Context: an optimization exercise on an open-source flow, tuned for small area, a short achievable clock period and few clock cycles per item. The choices shown serve that exercise and are no tape-out recipe. Only simulation tests tie the RTL to the original design; equivalence was not proved. No activity file was given, so power comes from the tool's default toggle rates.

**design/flow/design.v**
```verilog
module sort#
  (
   parameter integer WIDTH = 16,
   parameter integer ADDRESS = 5
   )
   (
    input logic                  clk,
    input logic                  reset,
    output logic                 tready,
    input logic                  tvalid,
    input logic                  tlast,
    input logic [WIDTH - 1 : 0]  tdata,
    output logic [WIDTH - 1 : 0] odata,
    input logic                  oready,
    output logic                 ovalid,
    output logic                 olast
    );
   localparam integer N = 2**ADDRESS;
   logic [WIDTH-1:0]   x0, x1;
   logic               x0v, x1v, x0l, x1l;
   logic [ADDRESS-1:0] bcnt;           
   logic               acc, ins, room, in_last;
   assign tready = ~x1v;
   assign acc = tvalid & ~x1v;
   assign in_last = tlast | (bcnt == N-1);
   always @(posedge clk) begin
      if (reset) begin
         x0v  <= 1'b0;
         x1v  <= 1'b0;
         bcnt <= '0;
      end
      else begin
         if (acc)
           bcnt <= in_last ? '0 : bcnt + 1'b1;
         if (~x0v | ins) begin
            x0v <= x1v | acc;
            x1v <= 1'b0;
         end
         else if (acc)
           x1v <= 1'b1;
      end
   end
   always @(posedge clk) begin
      if (~x0v | ins) begin
         x0  <= x1v ? x1 : tdata;
         x0l <= x1v ? x1l : in_last;
      end
      if (acc) begin
         x1  <= tdata;
         x1l <= in_last;
      end
   end
   logic [WIDTH-1:0] v   [0:N];        
   logic             val [0:N];        
   logic             cl  [0:N];        
   logic             ls  [0:N];        
   assign v[N]   = '0;
   assign val[N] = 1'b0;
   assign cl[N]  = 1'b0;
   assign ls[N]  = 1'b0;
   logic pop;
   assign ovalid = val[0] & cl[0];
   assign odata  = v[0];
   assign olast  = ls[0];
   assign pop    = ovalid & oready;
   assign room   = ~val[N-1] | pop;
   assign ins    = x0v & room;
   logic [N:0] below;
   genvar k;
   generate
      for (k = 0; k <= N; k = k + 1) begin : g_below
         if (k == N) begin : g_end
            assign below[k] = 1'b0;
         end
         else begin : g_cmp
            assign below[k] = val[k] & (cl[k] | (v[k] <= x0));
         end
      end
   endgenerate
   logic [N-1:0] sb;                   
   logic [WIDTH-1:0] sv [0:N-1];
   logic             sval [0:N-1], scl [0:N-1], sls [0:N-1];
   generate
      for (k = 0; k < N; k = k + 1) begin : g_shift
         assign sb[k]   = pop ? below[k+1] : below[k];
         assign sv[k]   = pop ? v[k+1]     : v[k];
         assign sval[k] = pop ? val[k+1]   : val[k];
         assign scl[k]  = pop ? cl[k+1]    : cl[k];
         assign sls[k]  = pop ? ls[k+1]    : ls[k];
      end
   endgenerate
   generate
      for (k = 0; k < N; k = k + 1) begin : g_cell
         logic here, up;               
         logic nval;
         if (k == 0) begin : g_first
            assign here = ins & ~sb[0];
            assign up   = 1'b0;
         end
         else begin : g_rest
            assign here = ins & ~sb[k] & sb[k-1];
            assign up   = ins & ~sb[k-1];
         end
         assign nval = here | (up ? sval[k-1] : sval[k]);
         always @(posedge clk) begin
            if (here)
              v[k] <= x0;
            else if (up)
              v[k] <= sv[k-1];
            else
              v[k] <= sv[k];
         end
         always @(posedge clk) begin
            if (reset) begin
               val[k] <= 1'b0;
               cl[k]  <= 1'b0;
               ls[k]  <= 1'b0;
            end
            else begin
               val[k] <= nval;
               if (ins & x0l) begin
                  cl[k] <= nval;
                  ls[k] <= here ? (k == N-1 ? 1'b1 : ~sval[k]) :
                           up   ? (sls[k-1] | (k == N-1 ? 1'b1 : ~sval[k])) :
                                  sls[k];
               end
               else begin
                  cl[k] <= here ? 1'b0 : up ? scl[k-1] : scl[k];
                  ls[k] <= here ? 1'b0 : up ? sls[k-1] : sls[k];
               end
            end
         end
      end
   endgenerate
endmodule
```
**design/flow/run.sh**
```bash
#!/bin/bash
# synth_recipe.tcl (not shown) runs the flow's synth.tcl, then flattens the netlist and writes it again
# the make line also repeats each setting of config.mk as NAME=value (left out here)
make -C /OpenROAD-flow-scripts/flow DESIGN_CONFIG=/design/flow/config.mk WORK_HOME=/design/flow/orfs CLKGATE_MAP_FILE= SYNTH_SCRIPT=/design/flow/synth_recipe.tcl finish
```
**design/flow/config.mk**
```make
export PLATFORM = sky130hd
export DESIGN_NAME = sort
export DESIGN_NICKNAME = sort
export VERILOG_FILES = /design/flow/design.v
export SDC_FILE = /design/flow/constraint.sdc
export NUM_CORES = 4
export LEC_CHECK = 0
export CAP_MARGIN = 20
export CORE_MARGIN = 2
export CORE_UTILIZATION = 40
export SLEW_MARGIN = 20
```
**design/flow/constraint.sdc**
```tcl
create_clock -name core_clock -period 5.5 [get_ports {clk}]
set_input_delay 1.1000 -clock core_clock [delete_from_list [all_inputs] [get_ports {clk}]]
set_output_delay 1.1000 -clock core_clock [all_outputs]
set_load 0.01 [all_outputs]
```
==> run notes <==
GPL Wtd Cong: 0.9281
Ys async rst share: 0%
Synth Cell Area: 42250 µm²
Post-Syn Nets: 5653
Final Hold Viols: 0
Wire per inst: 25.63 µm
Clock Pin Slew Worst Setup and Hold Paths: 0.06 ns
Worst-path maximum fanout: 36
H-tree Lvls: 3
Gr ovfl total: 0
Fraction of layout cells with a size suffix above 1: 7.921%
DRC viols: 0
Sequential share of power: 43.6%
Hold_ws: 0.4698 ns
Minimum clock period: 4.597 ns
Post-DP Area: 44600 µm²
Vias in the first global route: 38010
Initial antenna violation count: 2
R2r endpoint: ls[19]
Hold Startpoint: ls[31]
CTS buffer count: 78
Setup TNS: 0 ns
Synth unique cells: 90
Critical path's top delay family: compound AO/OA/AOI/OAI gates
Post-Syn Instances: 5118
Clock Power Share: 23.1%
GRT Util Overall: 29.78%
Startpoint types: flip-flop
Clock buffer depth: 3
WS Path Type: flip-flop to flip-flop
Rel. slew slack: 25.00%
Final worst slack: 0.9032 ns
FF-to-FF setup slack: 0.90 ns
Outcome: finished clean
Final ANT Viol Nets: 0
Pwr/cell area: 480.9 nW/µm²
#FFs+latches synth: 649
RSZ-0062 raised after global routing: false
Ys flop type: dfxtp_1
Largest net degree at the start of global routing: 80
Mean Syn Cell Area: 8.256 µm²
CP cell instances: inv_2, buf_4, ha_1, nor2b_1, o211ai_1, a2111oi_0, o31ai_1, or3_1, a21oi_2, buf_4, nor2_1, a22oi_1, a311oi_1
Die ar.: 108200 µm²
Vias: 42620
CP Capture Type: flip-flop
Fin Clk Skew: 0.04092 ns
Worst reg2reg path depth: 13
Row count: 119
Maximum Capacitance Violations: 0
Final Slew Violations: 0
Critical path's most frequent cell: buf_4
Area delta synth->final: 11.53%
Max Clk Rate: 0.2175 GHz
RR Startpoint: x0[1]
Via/cell ratio: 6.551
Die H: 329.0 µm
Hold path endpoint: ls[31]
Synthesis warning total: 9
TritonCTS clock tree: done
Tcrit/Tclk final: 83.58%
Post-DP HPWL: 117600 µm
Peak VDD IR: 313.8 µV
Hold-fix buffer count after cts: 0
Routed Wire Length: 166700 µm
Setup WS pre-CTS: 0.8806 ns
Final setup violation count: 0
Post-CTS Setup Inserts: 0
Psw: 9.549 mW
IO buf count: 39
Pint: 13.11 mW
Data required time at the worst endpoint: 5.99 ns
First-pass GRT wire length: 248900 µm
Net Sw Frac: 42.14%
Nets: 5587
WP data arrival: 5.09 ns
Initial Util: 40.25%
Final instance area: 47130 µm²
Crit-path slowest cell: a2111oi_0
WP buf/inv: 3
Die width: 329.0 µm
Root buffer cell: clkbuf_16
Tot Pwr: 22.66 mW
Clk sink count: 649
Post-synthesis sequential area ratio: 31.93%
Clock latency (worst-skew pair): 0.67 ns
DR pass1 iterations: 10
CP max stage delay: 0.85 ns
Post_cts resized: 0
Comb pwr share: 33.3%
DRT iter0 DRCs: 5522
Core box area: 105000 µm²
Static Leak: 18.65 nW
HP Class: flip-flop to flip-flop
Slew @ Worst Pin: 1.125 ns
Post-synth EDFFs: 50
I/O pin count: 40
Hold path depth: 2
-- worst register-to-register path: stages, from the launching register on --
cell and delay, ns:
edfxtp_1 0.40, inv_2 0.59, buf_4 0.38, ha_1 0.18
nor2b_1 0.13, o211ai_1 0.08, a2111oi_0 0.85, o31ai_1 0.45
or3_1 0.43, a21oi_2 0.12, buf_4 0.36, nor2_1 0.17
a22oi_1 0.22, a311oi_1 0.07
-- worst max path at each step --
stage                     startpoint         to  slack, ns  cells after the start
after global routing           x0[1]     ls[19]       0.64                     13
after CTS                      x0[2]      cl[5]       1.03                     12
after floorplan               x0[13]  v[27][10]       1.35                     12
after detailed placement      oready  v[23][15]       0.88                      7
after global placement        oready  v[23][13]       0.96                      7
final                          x0[1]     ls[19]       0.90                     13
-- power by group through the flow --
stage | sequential [mW] | combinational, mW | clock (mW)
after floorplan | 8.14 | 5.73 | 0
after global placement | 9.73 | 7.12 | 0
after detailed placement | 9.74 | 7.41 | 0
after CTS | 9.65 | 7.46 | 5.27
after global routing | 9.93 | 8.61 | 5.45
final | 9.88 | 7.55 | 5.23
-- registers in the layout (all words and copies together), names as in the netlist --
| register | count |
|---|---|
| v | 512 |
| x1 | 16 |
| x0l | 1 |
| cl | 32 |
| ls | 32 |
| x0v | 1 |
| x1v | 1 |
| x0 | 16 |
| x1l | 1 |
| bcnt | 5 |
| val | 32 |
-- stage by stage --
stage          cells  utilization [%]
6_report        6506            44.90
5_1_grt         6504            44.89
4_1_cts         6502            44.87
3_5_place_dp    6361            42.48
3_3_place_gp    6361            42.48
2_1_floorplan   5118                -
-- cell usage in the layout (no fill, tap or decap), types with 26 or more instances in the layout --
cell type,instances
nor2_1,493
dfxtp_1,598
buf_4,158
o22ai_1,206
o21ai_0,227
edfxtp_1,50
a311oi_1,29
o31ai_1,138
nand4_1,109
nand2_1,586
a22o_1,68
clkbuf_1,26
o211ai_1,117
a22oi_1,193
a21o_1,49
ha_1,514
a211oi_1,86
a21oi_1,321
mux2i_1,41
nor3_1,43
a31oi_1,208
inv_1,107
o22a_1,74
clkbuf_16,79
nand3_1,38
clkdlybuf4s50_1,38
o21a_1,26
nor2b_1,37
-- kinds of logic after synthesis --
group / after synthesis / synth area share, %
compound gates: 1981 / 32.26
simple gates: 1431 / 14.63
flops: 649 / 31.93
fa+ha+maj: 514 / 15.22
mux: 65 / 1.602
buf+inv: 478 / 4.350
-- synthesized netlist by cell type (all sizes together), types with 48 or more instances --
cell,instances,area (µm²)
a211oi,87,658.1
a21o,49,367.9
a21oi,324,1629
a22o,68,595.6
a22oi,194,1470
a31oi,211,1320
buf,48,222.7
clkbuf,307,1154
dfxtp,599,11990
edfxtp,50,1501
ha,514,6431
inv,122,457.9
nand2,587,2203
nand4,109,681.9
nor2,500,1877
o211ai,117,878.3
o21ai,242,1219
o22a,74,648.1
o22ai,207,1295
o31ai,138,1036
-- layer usage --
metal / wire (µm) / GRT usage (%)
met3: 17080 / 5.733
met1: 74150 / 43.46
met4: 5813 / 10.01
met5: 13 / 0
met2: 69680 / 43.57
-- final cells by class --
type                       count  area [µm²]
antenna                        2       5.005
clock buffer                 120        2281
clock inverter                21       219.0
fill                       10210       57840
inverter                     123       461.7
multi-input combinational   3991       27100
sequential                   649       13490
tap                         1391        1740
timing repair buffer         209        1827
Testbench counts, summed over its fixed seeds: cycles 4,744, items 4,480.

separate check: timing with driven ports:
Ports are ideal in the flow. The routed layout listed here was re-timed in OpenROAD. Step 1 sets driving cells, clkbuf_16 on the clock port and buf_2 on the other inputs (assumed; they add their load-dependent delay and slew). Step 2 moves the port delays by t, midway between the first and last clock arrival at a register: inputs arrive t later, outputs are due t later. That takes back most of the time a late clock gives input paths. Slacks: ideal ports / drivers / drivers and shift; pairs: ideal ports / drivers.
t (ns): 0.726
setup slack, ns: 0.903 / 0.903 / 0.596
worst setup path after step 2: input to register
pins driven straight from the clock port: 1
After both steps setup and hold are still met in this run. The setup slack of this run moves by 0.000 ns with the drivers and by -0.307 ns with both steps.
